This design comes from an exercise in tuning for small area on the open sky130 flow, not from production work. The RTL was checked by simulation tests, not by an equivalence proof against the original design. No driver is modelled on the clock port, so clock power and skew are understated where the tree is cut down; a real chip needs a root buffer or a tree. Power figures rest on the tool's default switching activity, not on a simulated workload.

==> design/flow/design.v <==
module prescaler(
        input wire clk,
        input wire rst,
        output wire clk_out
    );
    reg [4:0] sr;
    wire fb = sr[4] ? ~sr[2] : (sr[2] & ~sr[3]);
    assign clk_out = ~|sr[3:0];
    always @(posedge clk, posedge rst) begin
        if (rst)
            sr <= 5'b10001;
        else
            sr <= {sr[3:0], fb};
    end
endmodule
module binaryDisplay(
        input [12:0] SW,
        input wire clk,
        input reset,
        output [6:0] segmentDisplay,
        output [3:0] an,
        output dp
    );
    wire en;
    prescaler PRESCALER (.clk(clk), .rst(reset), .clk_out(en));
    reg [1:0] sel;
    reg on;
    reg [3:0] digit;
    wire [3:0] nd;
    bcd_digit EXT (.SW(SW), .sel(sel), .en(en), .digit(digit), .d(nd));
    always @(posedge clk, posedge reset) begin
        if (reset) begin
            sel <= 2'd3;
            on <= 1'b0;
        end else if (en) begin
            sel <= sel + 2'd1;
            if (sel == 2'd0)
                on <= 1'b1;
        end
    end
    always @(posedge clk) begin
        digit <= nd;
    end
    assign dp = on;
    assign an = {on & (sel != 2'd0), on & (sel != 2'd3),
                 on & (sel != 2'd2), on & (sel != 2'd1)};
    assign segmentDisplay[0] = on & ((digit == 4'd1) | (digit == 4'd4) | (digit == 4'd12));
    assign segmentDisplay[1] = on & ((digit == 4'd5) | (digit == 4'd6) | (digit == 4'd13) | (digit == 4'd14));
    assign segmentDisplay[2] = on & ((digit == 4'd2) | (digit == 4'd10));
    assign segmentDisplay[3] = on & ((digit == 4'd1) | (digit == 4'd4) | (digit == 4'd7) | (digit == 4'd12) | (digit == 4'd15));
    assign segmentDisplay[4] = on & ((digit == 4'd1) | (digit == 4'd3) | (digit == 4'd4) | (digit == 4'd5) | (digit == 4'd7) | (digit == 4'd9) | (digit == 4'd11) | (digit == 4'd12) | (digit == 4'd13) | (digit == 4'd15));
    assign segmentDisplay[5] = on & ((digit == 4'd1) | (digit == 4'd2) | (digit == 4'd3) | (digit == 4'd7) | (digit == 4'd11) | (digit == 4'd15));
    assign segmentDisplay[6] = on & ((digit == 4'd0) | (digit == 4'd1) | (digit == 4'd7) | (digit == 4'd10) | (digit == 4'd11) | (digit == 4'd15));
endmodule
module bcd_digit(input wire [12:0] SW, input wire [1:0] sel, input wire [3:0] digit, input wire en, output wire [3:0] d);
  wire new_n25, new_n26, new_n27, new_n28, new_n29, new_n30, new_n31, new_n32, new_n33, new_n34, new_n35, new_n36, new_n37, new_n38, new_n39, new_n40, new_n41, new_n42, new_n43, new_n44, new_n45, new_n46, new_n47, new_n48, new_n49, new_n50, new_n51, new_n52, new_n53, new_n54, new_n55, new_n56, new_n57, new_n58, new_n59, new_n60, new_n61, new_n62, new_n63, new_n64, new_n65, new_n66, new_n67, new_n68, new_n69, new_n70, new_n71, new_n72, new_n73, new_n74, new_n75, new_n76, new_n77, new_n78, new_n79, new_n80, new_n81, new_n82, new_n83, new_n84, new_n85, new_n86, new_n87, new_n88, new_n89, new_n90, new_n91, new_n92, new_n93, new_n94, new_n95, new_n96, new_n97, new_n98, new_n99, new_n100, new_n101, new_n102, new_n103, new_n104, new_n105, new_n106, new_n107, new_n108, new_n109, new_n110, new_n111, new_n112, new_n113, new_n114, new_n115, new_n116, new_n117, new_n118, new_n119, new_n120, new_n121, new_n122, new_n123, new_n124, new_n125, new_n126, new_n127, new_n128, new_n129, new_n130, new_n131, new_n132, new_n133, new_n134, new_n135, new_n136, new_n137, new_n138, new_n139, new_n140, new_n141, new_n142, new_n143, new_n144, new_n145, new_n146, new_n147, new_n148, new_n149, new_n150, new_n151, new_n152, new_n153, new_n154, new_n155, new_n156, new_n157, new_n158, new_n160, new_n161, new_n162, new_n163, new_n164, new_n165, new_n167, new_n168, new_n169, new_n170, new_n171, new_n173, new_n174, new_n175;
  assign new_n25 = ~SW[4];
  assign new_n26 = ~SW[5];
  assign new_n27 = ~SW[7];
  assign new_n28 = ~SW[8];
  assign new_n29 = ~SW[9];
  assign new_n30 = ~SW[10];
  assign new_n31 = ~sel[1];
  assign new_n32 = ~en;
  assign new_n33 = ~SW[11]| (~SW[8]& ~SW[9]& ~SW[10]);
  assign new_n34 = ~new_n33 & SW[12];
  assign new_n35 = ~new_n34;
  assign new_n36 = ~new_n27 | ~new_n28 | ~new_n29;
  assign new_n37 = ~SW[12]& (~SW[10]| ~SW[11]| ~new_n36);
  assign new_n38 = ~new_n34 & ~new_n37;
  assign new_n39 = ~new_n38;
  assign new_n40 = ~new_n30 & ~new_n39;
  assign new_n41 = (SW[11]| new_n40) & (new_n33 | new_n37);
  assign new_n42 = ~new_n40 & (~new_n30 | ~new_n39);
  assign new_n43 = ~SW[6]& ~SW[7];
  assign new_n44 = ~new_n43 & (~new_n28 | ~SW[12]);
  assign new_n45 = ~SW[6]| ~SW[7];
  assign new_n46 = ~SW[11]& (~new_n28 | ~new_n45);
  assign new_n47 = ~SW[9]| ~new_n42 | (~new_n44 & ~new_n46);
  assign new_n48 = ~new_n41 & new_n47;
  assign new_n49 = ~SW[6]& ~new_n48;
  assign new_n50 = ~new_n49;
  assign new_n51 = ~new_n27 & ~new_n38;
  assign new_n52 = ~new_n35 | (~SW[7]& ~new_n39) | (~new_n50 & ~new_n51);
  assign new_n53 = ~new_n28 | ~new_n52;
  assign new_n54 = ~new_n53;
  assign new_n55 = ~new_n29 & ~new_n48;
  assign new_n56 = (~new_n29 & ~new_n48) | (~SW[9]& ~new_n41);
  assign new_n57 = ~new_n54 | ~new_n56;
  assign new_n58 = ~new_n57;
  assign new_n59 = ~new_n57 | (~new_n54 & ~new_n56);
  assign new_n60 = ~new_n53 | (~new_n28 & ~new_n52);
  assign new_n61 = ~new_n60;
  assign new_n62 = ~SW[6]| ~new_n48;
  assign new_n63 = ~new_n50 | ~new_n62;
  assign new_n64 = ~new_n51 & (~new_n27 | ~new_n38);
  assign new_n65 = ~new_n26 | ~new_n64;
  assign new_n66 = ~new_n63 & ~new_n65;
  assign new_n67 = ~new_n61 & ~new_n66;
  assign new_n68 = ~new_n59 | ~new_n67;
  assign new_n69 = ~new_n47 | (~new_n42 & ~new_n55);
  assign new_n70 = ~new_n68 | (~new_n58 & ~new_n69);
  assign new_n71 = ~new_n26 | ~new_n70;
  assign new_n72 = ~new_n26 & ~new_n70;
  assign new_n73 = ~new_n71 | (~new_n26 & ~new_n70);
  assign new_n74 = ~new_n49 & (~new_n26 | ~new_n70 | ~new_n62);
  assign new_n75 = ~new_n64 & ~new_n74;
  assign new_n76 = ~new_n75 & (~new_n64 | ~new_n74);
  assign new_n77 = ~new_n76;
  assign new_n78 = ~SW[4]& ~new_n63 & ~new_n73;
  assign new_n79 = ~new_n66 & ~new_n69;
  assign new_n80 = ~new_n61 & ~new_n66 & ~new_n69;
  assign new_n81 = ~new_n68 | (~new_n60 & ~new_n79);
  assign new_n82 = ~new_n80 & ~new_n81;
  assign new_n83 = ~new_n77 & ~new_n78 & ~new_n80 & ~new_n81;
  assign new_n84 = ~new_n83;
  assign new_n85 = ~new_n68 | (~new_n59 & ~new_n80);
  assign new_n86 = ~new_n84 | ~new_n85;
  assign new_n87 = ~new_n25 | ~new_n86;
  assign new_n88 = ~new_n78 & ~new_n85;
  assign new_n89 = ~new_n77 & ~new_n78 & ~new_n85;
  assign new_n90 = ~new_n84 | (~new_n82 & ~new_n89);
  assign new_n91 = ~new_n71 | (~new_n72 & ~new_n87);
  assign new_n92 = ~new_n63 | ~new_n91;
  assign new_n93 = ~new_n92 | (~new_n63 & ~new_n91);
  assign new_n94 = ~new_n87 | (~new_n25 & ~new_n86);
  assign new_n95 = ~SW[3]& ~new_n73 & ~new_n94;
  assign new_n96 = ~new_n83 & ~new_n89;
  assign new_n97 = ~new_n96 | (~new_n76 & ~new_n88);
  assign new_n98 = new_n90 & (new_n95 | new_n97 | new_n93);
  assign new_n99 = ~SW[3]& ~new_n98;
  assign new_n100 = ~new_n87 | (~SW[3]& ~new_n98);
  assign new_n101 = ~new_n100 | (~new_n25 & ~new_n86);
  assign new_n102 = ~new_n73 & ~new_n101;
  assign new_n103 = ~new_n102 & (~new_n73 | ~new_n101);
  assign new_n104 = ~new_n93 | (~new_n90 & ~new_n95);
  assign new_n105 = ~new_n93 & ~new_n98;
  assign new_n106 = ~new_n104 | (~new_n93 & ~new_n98 & ~new_n95);
  assign new_n107 = ~new_n106;
  assign new_n108 = ~new_n99 & (~SW[3]| ~new_n98);
  assign new_n109 = ~new_n108;
  assign new_n110 = ~SW[2]& ~new_n94 & ~new_n109;
  assign new_n111 = ~new_n103 & ~new_n106 & ~new_n110;
  assign new_n112 = ~sel[1]& ~new_n111;
  assign new_n113 = ~new_n97 & ~new_n105;
  assign new_n114 = ~new_n113 & (~new_n97 | ~new_n105);
  assign new_n115 = ~new_n103 & ~new_n110 & ~new_n114;
  assign new_n116 = ~new_n112 | (~new_n107 & ~new_n115);
  assign new_n117 = ~new_n116 | (~new_n31 & ~new_n35);
  assign new_n118 = ~new_n111 & new_n114;
  assign new_n119 = ~SW[2]& ~new_n118;
  assign new_n120 = ~new_n109 & ~SW[2]& ~new_n118;
  assign new_n121 = ~new_n99 & ~new_n120;
  assign new_n122 = ~new_n94 | ~new_n121;
  assign new_n123 = ~new_n122 | (~new_n94 & ~new_n121);
  assign new_n124 = ~sel[1]| ~new_n48;
  assign new_n125 = ~new_n124 | (~sel[1]& ~new_n123);
  assign new_n126 = ~new_n117 | ~new_n125;
  assign new_n127 = ~new_n126;
  assign new_n128 = new_n103 & (new_n110 | new_n114);
  assign new_n129 = ~new_n115 & ~new_n128;
  assign new_n130 = (~sel[1]| ~new_n38) & (~new_n112 | ~new_n129);
  assign new_n131 = ~new_n130;
  assign new_n132 = ~new_n108 & ~new_n119;
  assign new_n133 = (~sel[1]& ~new_n120 & ~new_n132) | (~new_n31 & ~new_n70);
  assign new_n134 = ~new_n131 | ~new_n133;
  assign new_n135 = ~new_n134 | (~new_n131 & ~new_n133);
  assign new_n136 = ~new_n127 & ~new_n135;
  assign new_n137 = ~new_n117 & ~new_n125;
  assign new_n138 = ~new_n127 & ~new_n137;
  assign new_n139 = ~new_n134 | ~new_n138;
  assign new_n140 = ~new_n139 | (~new_n134 & ~new_n138);
  assign new_n141 = SW[2]& new_n118;
  assign new_n142 = (~sel[1]& ~new_n119 & ~new_n141) | (~new_n31 & ~new_n86);
  assign new_n143 = ~new_n142 | (~new_n136 & ~new_n140);
  assign new_n144 = ~new_n140 & ~new_n142;
  assign new_n145 = ~new_n144 & new_n143;
  assign new_n146 = ~new_n136 & ~new_n145;
  assign new_n147 = ~SW[1]| ~new_n31;
  assign new_n148 = ~new_n147 | (~new_n31 & ~new_n98);
  assign new_n149 = ~new_n32 & (~new_n146 | ~new_n148);
  assign new_n150 = ~new_n149;
  assign new_n151 = ~new_n134 | ~new_n137;
  assign new_n152 = ~new_n143 & ~new_n151;
  assign new_n153 = new_n143 | ~new_n126;
  assign new_n154 = ~new_n152 & (~new_n135 | ~new_n151 | ~new_n153);
  assign new_n155 = ~new_n31 & ~new_n118;
  assign new_n156 = sel[0]| ~en;
  assign new_n157 = ~sel[1]& SW[0];
  assign new_n158 = (~new_n156 & ~new_n157 & ~new_n155) | (~en & ~digit[0]);
  assign d[0]= ~new_n158 & (~sel[0]| ~new_n154 | ~new_n149);
  assign new_n160 = ~new_n156 | (~en & ~digit[1]);
  assign new_n161 = ~new_n148 & ~new_n154;
  assign new_n162 = ~new_n161 & (~new_n148 | ~new_n154);
  assign new_n163 = ~new_n160 | (~new_n150 & ~new_n162);
  assign new_n164 = ~sel[0]| (~new_n136 & ~new_n140);
  assign new_n165 = ~new_n32 & ~new_n164;
  assign d[1]= new_n163 & (new_n32 | new_n164 | new_n144);
  assign new_n167 = ~new_n145 & ~new_n161;
  assign new_n168 = ~sel[0]& ~new_n167 & (~new_n145 | ~new_n161);
  assign new_n169 = ~new_n164 & ~new_n127 & ~new_n130;
  assign new_n170 = new_n127 & sel[0]& new_n130;
  assign new_n171 = new_n168 | new_n169 | new_n32 | new_n170;
  assign d[2]= new_n171 & (en | digit[2]);
  assign new_n173 = ~new_n146 & ~new_n152;
  assign new_n174 = ~new_n156 & ~new_n173;
  assign new_n175 = (~new_n32 | ~digit[3]) & (~new_n117 | ~new_n165) & (~new_n162 | ~new_n174);
  assign d[3]= ~new_n175;
endmodule
==> design/flow/flow/run.sh <==
#!/bin/bash
# Own layout flow: the standard ORFS flow, with two synthesis changes and
# smaller port buffers.
#  - synthesis is ORFS's synth.tcl (through synth_recipe.tcl, so the registers,
#    their names and cells are the standard synthesis's), but the final ABC
#    mapping uses flow/area.abc (a light script: structural choices and
#    area mapping, no gate upsizing; the RTL's gate equations are already
#    optimised), and the full-adder extraction is off;
#  - the ports are buffered with sky130_fd_sc_hd__buf_1;
#  - after CTS, the clock tree's leaf buffers are folded into its root
#    buffer (flow/fixcts.tcl): one clkbuf_4 drives the dozen flip-flops.
set -euo pipefail
W=$PWD
sed "s#\$::env(SCRIPTS_DIR)/synth.tcl#$W/my_synth.tcl#" synth_recipe.tcl > my_synth_recipe.tcl
awk -v s="$W/flow/area.abc" '{print} /synth_preamble.tcl/ {print "set abc_args [lreplace $abc_args 1 1 " s "]"}' \
    "$FLOW_HOME/scripts/synth.tcl" > my_synth.tcl
grep -q "lreplace \$abc_args 1 1" my_synth.tcl
ARGS=(SYNTH_SCRIPT=$W/my_synth_recipe.tcl ADDER_MAP_FILE=
      "BUFFER_PORTS_ARGS=-buffer_cell sky130_fd_sc_hd__buf_1"
      "CTS_ARGS=-sink_clustering_enable -repair_clock_nets -buf_list sky130_fd_sc_hd__clkbuf_4 -dont_use_dummy_load")
bash standard.sh "${ARGS[@]}" cts > standard_to_cts.log 2>&1
R=$W/orfs/results/$FLOW_PLATFORM/binaryDisplay/base
IN_ODB=$R/4_cts.odb OUT_ODB=$R/4_cts.odb openroad -no_init -exit flow/fixcts.tcl > fixcts.log 2>&1
bash standard.sh "${ARGS[@]}" finish > standard_finish.log 2>&1
==> design/flow/flow/area.abc <==
strash
dch
amap
topo
==> design/flow/flow/fixcts.tcl <==
# Collapse CTS's two-level clock tree into its root buffer: every clock sink
# of a leaf buffer is moved to the root buffer's output net, then the leaf
# buffers are removed. The root buffer (a clkbuf_4) then drives all the
# flip-flops, so the clock port still drives only that one buffer.
# Usage: IN_ODB=... OUT_ODB=... openroad -exit fixcts.tcl
read_db $::env(IN_ODB)
set block [ord::get_db_block]
set clk [$block findNet clk]
set root ""
foreach it [$clk getITerms] {
  if {[$it isInputSignal]} {
    set inst [$it getInst]
    if {[string match "*clkbuf*" [[$inst getMaster] getName]]} { set root $inst }
  }
}
if {$root == ""} { puts "no root clock buffer"; exit 1 }
set rootout ""
foreach it [$root getITerms] { if {[$it isOutputSignal]} { set rootout [$it getNet] } }
puts "root [$root getName] drives [$rootout getName]"
set leaves {}
foreach it [$rootout getITerms] {
  set inst [$it getInst]
  if {$inst != $root && [string match "*clkbuf*" [[$inst getMaster] getName]]} { lappend leaves $inst }
}
foreach leaf $leaves {
  set lout ""
  foreach it [$leaf getITerms] { if {[$it isOutputSignal]} { set lout [$it getNet] } }
  set sinks {}
  foreach it [$lout getITerms] { if {[$it getInst] != $leaf} { lappend sinks $it } }
  foreach it $sinks { $it disconnect; $it connect $rootout }
  puts "leaf [$leaf getName]: moved [llength $sinks] sinks"
  odb::dbInst_destroy $leaf
  odb::dbNet_destroy $lout
}
write_db $::env(OUT_ODB)
==> design/flow/standard.sh <==
#!/bin/bash
# synth_recipe.tcl (not shown) runs the flow's synth.tcl, then flattens the netlist and writes it again
# the make line also repeats each setting of config.mk as NAME=value (left out here)
make -C /OpenROAD-flow-scripts/flow DESIGN_CONFIG=/design/flow/config.mk WORK_HOME=/design/flow/orfs CLKGATE_MAP_FILE= SYNTH_SCRIPT=/design/flow/synth_recipe.tcl "${@:-finish}"
==> design/flow/config.mk <==
export PLATFORM = sky130hd
export DESIGN_NAME = binaryDisplay
export DESIGN_NICKNAME = binaryDisplay
export VERILOG_FILES = /design/flow/design.v
export SDC_FILE = /design/flow/constraint.sdc
export NUM_CORES = 4
export LEC_CHECK = 0
export ABC_AREA = 1
export ABC_CLOCK_PERIOD_IN_PS = 50000
export CAP_MARGIN = 20
export CORE_MARGIN = 2
export CORE_UTILIZATION = 30
export CTS_BUF_LIST = sky130_fd_sc_hd__clkbuf_4
export SLEW_MARGIN = 20
==> design/flow/constraint.sdc <==
create_clock -name core_clock -period 50.0 [get_ports {clk}]
set_input_delay 10.0000 -clock core_clock [delete_from_list [all_inputs] [get_ports {clk}]]
set_output_delay 10.0000 -clock core_clock [all_outputs]
set_load 0.01 [all_outputs]
==> notes.md <==
-- routing by layer --
layer	vias to the layer above	track usage [%]	share of wire, %
met4	0	0	0
met3	0	0.676	4.8
met1	593	20.5	53
met2	41	24.1	42
met5	-	0	0
li1	764	-	-
-- flip-flops by register name, indices dropped and copies added, names as in the netlist --
| name | cells |
|---|---|
| PRESCALER.sr | 5 |
| digit | 4 |
| on | 1 |
| sel | 2 |
-- logic make-up after synthesis --
family          Yosys count
simple gates             85
flops                    12
buf+inv                  29
compound gates           70
-- metrics by stage --
stage / std cells / hold slack (ps)
after floorplan: 196 / 355
after global placement: 271 / 363
after detailed placement: 271 / 368
after CTS: 274 / 368
after global routing: 272 / 400
final: 272 / 390
-- placed cells by master (no fill, tap or decap), types with 2 or more instances in the layout --
cell type,Yosys,routed
a211oi_1,2,2
a21oi_1,15,15
a31oi_1,4,4
buf_1,0,26
clkinv_1,29,29
dfrtp_1,4,4
dfstp_2,4,4
dfxtp_1,4,4
nand2_1,20,20
nor2_1,46,46
nor2b_1,4,4
nor3_1,10,10
nor4_1,2,2
o21ai_0,26,26
o22ai_1,5,5
o31a_1,2,2
o31ai_1,3,3
o32ai_1,5,5
-- cell type report --
cell class / instances / share of cell area (%)
clock buffer: 1 / 0.557
tap: 48 / 4.46
sequential: 12 / 21.2
multi-input combinational: 155 / 57.9
inverter: 29 / 8.08
timing repair buffer: 27 / 7.80
-- worst max-delay path: cells and delay by family --
kind,cells,cell delay [ps]
simple gates,22,3350
buf+inv,6,830
compound gates,20,3740
-- power groups by stage --
| stage | clock network, mW | logic [mW] | registers [mW] |
|---|---|---|---|
| final | 0.00309 | 0.0482 | 0.0128 |
| after global placement | 0 | 0.0479 | 0.0130 |
| after global routing | 0.00362 | 0.0551 | 0.0130 |
| after detailed placement | 0 | 0.0475 | 0.0130 |
| after CTS | 0.00577 | 0.0478 | 0.0128 |
| after floorplan | 0 | 0.0385 | 0.0125 |
-- worst paths after layout --
kind	start	slack (ps)	to
setup reg to reg	sel[1]$_DFFE_PP1N_	46740	digit[2]$_DFF_P_
hold / removal	PRESCALER.sr[1]$_DFF_PP0_	390	PRESCALER.sr[2]$_DFF_PP0_
setup / recovery	SW[9]	32140	digit[2]$_DFF_P_
hold reg to reg	PRESCALER.sr[1]$_DFF_PP0_	390	PRESCALER.sr[2]$_DFF_PP0_
min in group asynchronous	reset	9680	PRESCALER.sr[1]$_DFF_PP0_
max in group asynchronous	reset	40090	PRESCALER.sr[4]$_DFF_PP1_
==> out/results.ini <==
[die]
die_w_um = 66.6
die_h_um = 66.6
rows = 22
initial_utilization_pct = 31.6
coreArea_um2 = 3720
io_pins = 27
dieArea_um2 = 4430

[power]
power.density_nw_per_um2 = 47.5
p_clk_share_pct = 4.8
switching_power_uw = 33.9
p_comb_share_pct = 75.2
seqPwrFrac_pct = 19.9
ir_drop_v = 0.0000127
intPower_uw = 30.2
p_sw_share_pct = 52.9
power_uw = 64.1
p_leak_nw = 0.481

[yosys]
synthTopCellsByArea = nor2_1, o21ai_0, clkinv_1, dfstp_2, dfrtp_1
synth_cell_type_count = 28
syn_inst = 196
syn_area_um2 = 1170
synth_fa_ha_area_share_pct = 0
synth-warning-count = 2
async_flop_share_pct = 66.7
synth.most_common_cell = nor2_1
synth-seq-cells = 12
synth_xor_area_share_pct = 0
synth_flop_cell = dfxtp_1
synth.area.mux_share_pct = 0
seq_area_frac_synth_pct = 24.3
synth_area_leader_cell = nor2_1
avgSynthCellArea_um2 = 5.99
syn_nets = 211
ys_top_cells_by_count = nor2_1, clkinv_1, o21ai_0
synth-compound-area-share_pct = 36.4
synth_top_family_by_area = compound AO/OA/AOI/OAI gates
synth_edf_count = 0
synthSimpleGateAreaFrac_pct = 30.0
synth_top_area_share_pct = 14.7

[place]
portBuffers = 26
dpl.hpwl_um = 2390
gp_routability_congestion = 0.846
dpl_worst_slack_ps = 32030
place_area_um2 = 1340

[final_layout]
register_area_um2 = 285
fin_util_pct = 36.3
design_area_um2 = 1350
final_layout_size_suffix_gt1_share_pct = 2.68
area_growth_pct = 14.7
n_fill_cell = 432
nets = 241
diodes = 0
multi_input_area_um2 = 781

[clocking]
post-cts-setup-buffers = 0
cts_hold_buf = 0
worstSkewPairLatency_ps = 170
cts_resized = 0
path_clk_slew_ps = 110
cts_sinks = 12

[routing]
drc = 0
vias = 1398
antenna_left = 0
wl_per_cell_um = 10.5
drt-initial-drc-count = 87
wl_um = 2850
via_per_inst = 5.14
first_pass_iters = 5

[critical_path]
cpPeakStageDelay_ps = 330
worst_setup_path_end_kind = register
crit_type = in -> reg
crit_path_max_fanout = 5
crit_slowest_cell = o31ai_1
worst-r2r-cell-count = 12
cp-start-kind = primary input
required_ps = 50070
cp.arrival_ps = 17930
cp_common_cell = nor2_1

[global_route]
track_usage_pct = 14.0
grt-ovfl-total = 0
grt_pass1_wl_um = 4890
antenna_found_initial = 0
grt_pass1_vias = 1145
grt_start_max_net_pins = 13

[timing]
skew_ps = 0.603
setup_slack_ps = 32140
hold_viol = 0
worst_pin_slew_ps = 567
report.final.slew_viol_count = 0
fmax_mhz = 56.0
setup-violations-final = 0
fin_crit_ps = 17860
timing.setup.tns_ps = 0
rsz0062_at_grt = no
min_period_over_period_pct = 35.7
timing.slew.headroom_pct = 61.8

[outcome]
status = no timing/DRC/antenna violations

[min_path]
hold_class = reg -> reg
hold_depth = 0

[flow_run]
max_cap_violations = 0

==> separate check: timing with driven ports <==
No port has a modelled driver above. Below, the same layout with a new extraction and two added sets of constraints. Step 1 sets driving cells, clkbuf_16 on the clock port and buf_2 on the other inputs (assumed; they add their load-dependent delay and slew). Step 2 times the ports against the registers' clock, not the clock port: input delays grow and output delays shrink by t, the midpoint of the rising clock arrivals with the driver on. a / b / c = no drivers / after step 1 / after step 2; a / b = the first two.
t (ns): 0.179
setup WS [ns]: 32.139 / 32.131 / 31.951
worst setup path after step 2: input to register
clock arrival spread, ns: 0.001 / 0.001
pins driven straight from the clock port: 1
After both steps setup and hold are still met in this run. For this run, drivers alone change the setup slack by -0.008 ns; drivers and shift together by -0.188 ns.
